Background: an optimization exercise with open tools, aiming at small area, a short achievable clock period and few clock cycles per item. Do not read the settings as production practice.

==> module div, before the edit <==
module div (
    input wire                      clk,
    input wire                      rst_n,
    input wire                      div_start,
    input wire [2:0]                div_opcode,
    input wire [32-1 : 0]  div_divident,
    input wire [32-1 : 0]  div_divisor,
    output wire [32-1 : 0] div_quotient,
    output wire [32-1 : 0] div_remainder,
    output wire                     div_finish
);
reg st_idle, st_abs, st_lz, st_shift, st_iter, st_fix, st_done;
reg [31:0] rem_r;     
reg [33:0] dsr_r;     
reg [31:0] quo_r;
reg [4:0]  lza_r;     
reg [4:0]  lzb_r;     
reg [4:0]  k_r;       
reg        sa_r;      
reg        sb_r;      
reg        neg_q;     
reg        neg_r;     
wire load = st_idle | st_done;
wire start_signed = (div_opcode == 3'd1);
wire [31:0] rem_neg = ~rem_r + 32'd1;
wire [31:0] b_mag = dsr_r[31:0] ^ {32{sb_r}};
wire [4:0] lz_a, lz_b;
wire       zero_a, zero_b;
div_find_ones u_lz_a (.data_in(rem_r), .lz(lz_a), .zero(zero_a));
div_find_ones u_lz_b (.data_in(b_mag), .lz(lz_b), .zero(zero_b));
wire       b_is_0 = zero_b & ~sb_r;
wire       k_neg  = (lz_b < lz_a);
wire [4:0] k      = lzb_r - lza_r;
wire       fix_lz = sa_r | ((sa_r ^ sb_r) & ~b_is_0);
wire       lz_end = st_lz & (b_is_0 | k_neg);
wire       it_end = st_iter & (k_r == 5'd0);
wire        fill = ~sb_r;
wire [33:0] s0 = k[0] ? {dsr_r[32:0], fill}     : dsr_r;
wire [33:0] s1 = k[1] ? {s0[31:0], {2{fill}}}   : s0;
wire [33:0] s2 = k[2] ? {s1[29:0], {4{fill}}}   : s1;
wire [33:0] s3 = k[3] ? {s2[25:0], {8{fill}}}   : s2;
wire [33:0] s4 = k[4] ? {s3[17:0], {16{fill}}}  : s3;
wire [33:0] sum;
div_add_ks #(.W(34)) u_add (.a({2'b00, rem_r}), .b(dsr_r), .cin(~sb_r), .sum(sum));
wire        qbit = ~sum[33];
always @(posedge clk or negedge rst_n) begin
    if (!rst_n) begin
        st_idle  <= 1'b1;
        st_abs   <= 1'b0;
        st_lz    <= 1'b0;
        st_shift <= 1'b0;
        st_iter  <= 1'b0;
        st_fix   <= 1'b0;
        st_done  <= 1'b0;
    end else begin
        st_idle  <= (st_idle | st_done) & ~div_start;
        st_abs   <= div_start & start_signed & div_divident[31];
        st_lz    <= (div_start & ~(start_signed & div_divident[31])) | st_abs;
        st_shift <= st_lz & ~(b_is_0 | k_neg);
        st_iter  <= st_shift | (st_iter & (k_r != 5'd0));
        st_fix   <= (lz_end & fix_lz) | (it_end & (neg_r | neg_q));
        st_done  <= st_fix | (lz_end & ~fix_lz) | (it_end & ~(neg_r | neg_q));
    end
end
always @(posedge clk) begin
    if (load) begin
        rem_r <= div_divident;
        dsr_r <= {{2{start_signed & div_divisor[31]}}, div_divisor};
        sa_r  <= start_signed & div_divident[31];
        sb_r  <= start_signed & div_divisor[31];
    end
    if (st_abs) begin
        rem_r <= rem_neg;
    end
    if (st_lz) begin
        dsr_r <= sb_r ? dsr_r : ~dsr_r;
        lza_r <= lz_a;
        lzb_r <= lz_b;
        quo_r <= {32{b_is_0}};
        neg_q <= (sa_r ^ sb_r) & ~b_is_0;
        neg_r <= sa_r;
    end
    if (st_shift) begin
        dsr_r <= s4;
        k_r   <= k;
    end
    if (st_iter) begin
        if (qbit) rem_r <= sum[31:0];
        quo_r <= {quo_r[30:0], qbit};
        dsr_r <= {dsr_r[33], dsr_r[33:1]};
        k_r   <= k_r - 5'd1;
    end
    if (st_fix) begin
        if (neg_r) rem_r <= rem_neg;
        if (neg_q) quo_r <= ~quo_r + 32'd1;
    end
end
assign div_quotient  = quo_r;
assign div_remainder = rem_r;
assign div_finish    = st_done;
endmodule
export LEC_CHECK = 0
export CAP_MARGIN = 20
export CORE_MARGIN = 2
export CORE_UTILIZATION = 40
export SLEW_MARGIN = 20
create_clock -name core_clock -period 12.0 [get_ports {clk}]
standard.sh (not shown) runs the stock make flow with config.mk's settings and CLKGATE_MAP_FILE= SYNTH_SCRIPT=/design/flow/synth_recipe.tcl, a recipe that flattens the netlist after the stock synthesis.
==> flow/flow/run.sh <==
#!/bin/bash
set -euo pipefail
MARGIN=8.1
bash standard.sh synth > synth.log 2>&1
bash standard.sh SETUP_SLACK_MARGIN=$MARGIN finish > layout.log 2>&1
The first run went through all stages and came out clean.
==> next run, changes <==
--- a/flow/design.v
+++ b/flow/design.v
@@ -61,12 +61,13 @@
 reg [31:0] quo_r;
 reg [4:0]  lza_r;     
 reg [4:0]  lzb_r;     
 reg [4:0]  k_r;       
 reg        sa_r;      
 reg        sb_r;      
+reg        cin_r;     
 reg        neg_q;     
 reg        neg_r;     
 wire load = st_idle | st_done;
 wire start_signed = (div_opcode == 3'd1);
 wire [31:0] rem_neg = ~rem_r + 32'd1;
 wire [31:0] b_mag = dsr_r[31:0] ^ {32{sb_r}};
@@ -84,13 +85,13 @@
 wire [33:0] s0 = k[0] ? {dsr_r[32:0], fill}     : dsr_r;
 wire [33:0] s1 = k[1] ? {s0[31:0], {2{fill}}}   : s0;
 wire [33:0] s2 = k[2] ? {s1[29:0], {4{fill}}}   : s1;
 wire [33:0] s3 = k[3] ? {s2[25:0], {8{fill}}}   : s2;
 wire [33:0] s4 = k[4] ? {s3[17:0], {16{fill}}}  : s3;
 wire [33:0] sum;
-div_add_ks #(.W(34)) u_add (.a({2'b00, rem_r}), .b(dsr_r), .cin(~sb_r), .sum(sum));
+div_add_ks #(.W(34)) u_add (.a({2'b00, rem_r}), .b(dsr_r), .cin(cin_r), .sum(sum));
 wire        qbit = ~sum[33];
 always @(posedge clk or negedge rst_n) begin
     if (!rst_n) begin
         st_idle  <= 1'b1;
         st_abs   <= 1'b0;
         st_lz    <= 1'b0;
@@ -108,21 +109,22 @@
         st_done  <= st_fix | (lz_end & ~fix_lz) | (it_end & ~(neg_r | neg_q));
     end
 end
 always @(posedge clk) begin
     if (load) begin
         rem_r <= div_divident;
-        dsr_r <= {{2{start_signed & div_divisor[31]}}, div_divisor};
+        dsr_r <= {2'b00, div_divisor};
         sa_r  <= start_signed & div_divident[31];
         sb_r  <= start_signed & div_divisor[31];
     end
     if (st_abs) begin
         rem_r <= rem_neg;
     end
     if (st_lz) begin
-        dsr_r <= sb_r ? dsr_r : ~dsr_r;
+        dsr_r <= {2'b11, sb_r ? dsr_r[31:0] : ~dsr_r[31:0]};
+        cin_r <= ~sb_r;
         lza_r <= lz_a;
         lzb_r <= lz_b;
         quo_r <= {32{b_is_0}};
         neg_q <= (sa_r ^ sb_r) & ~b_is_0;
         neg_r <= sa_r;
     end
Wire length fell by a few percent. Worst hold slack loses 0.060 ns. First-iteration DRC count decreases by about a fifth. Cell area climbs slightly. Utilization stays flat. Register-to-register slack improves by 0.06 ns. Count of clock-buffer cells in the layout is higher by 1. Non-clock buffer count fell by 9.
No run of this note included a check of the RTL's function; only the layout flow was run.

port drivers added, routing unchanged:
How much do the figures lean on ideal ports? The routed layouts below were timed once more, with nothing changed but the port constraints. Step 1, drivers: a clkbuf_16 drives clk and a buf_2 each remaining input, both assumed. Step 2 adds t to the input delays and takes it off the output delays; t is the mean of the earliest and latest rising clock arrival at the registers after step 1. Input paths then give back, and output paths get back, about the clock's delay inside the block. a / b / c = no drivers / after step 1 / after step 2; a / b = the first two.
run | t (ns) | setup slack, ns | worst data-port slew with drivers (ns)
the first run | 0.475 | 8.144 / 8.093 / 7.898 | 0.05
the second run | 0.480 | 8.127 / 8.075 / 8.077 | 0.06
After both steps every run listed still meets setup and hold. For the first run, which loses most, drivers alone change the setup slack by -0.051 ns; drivers and shift together by -0.246 ns.
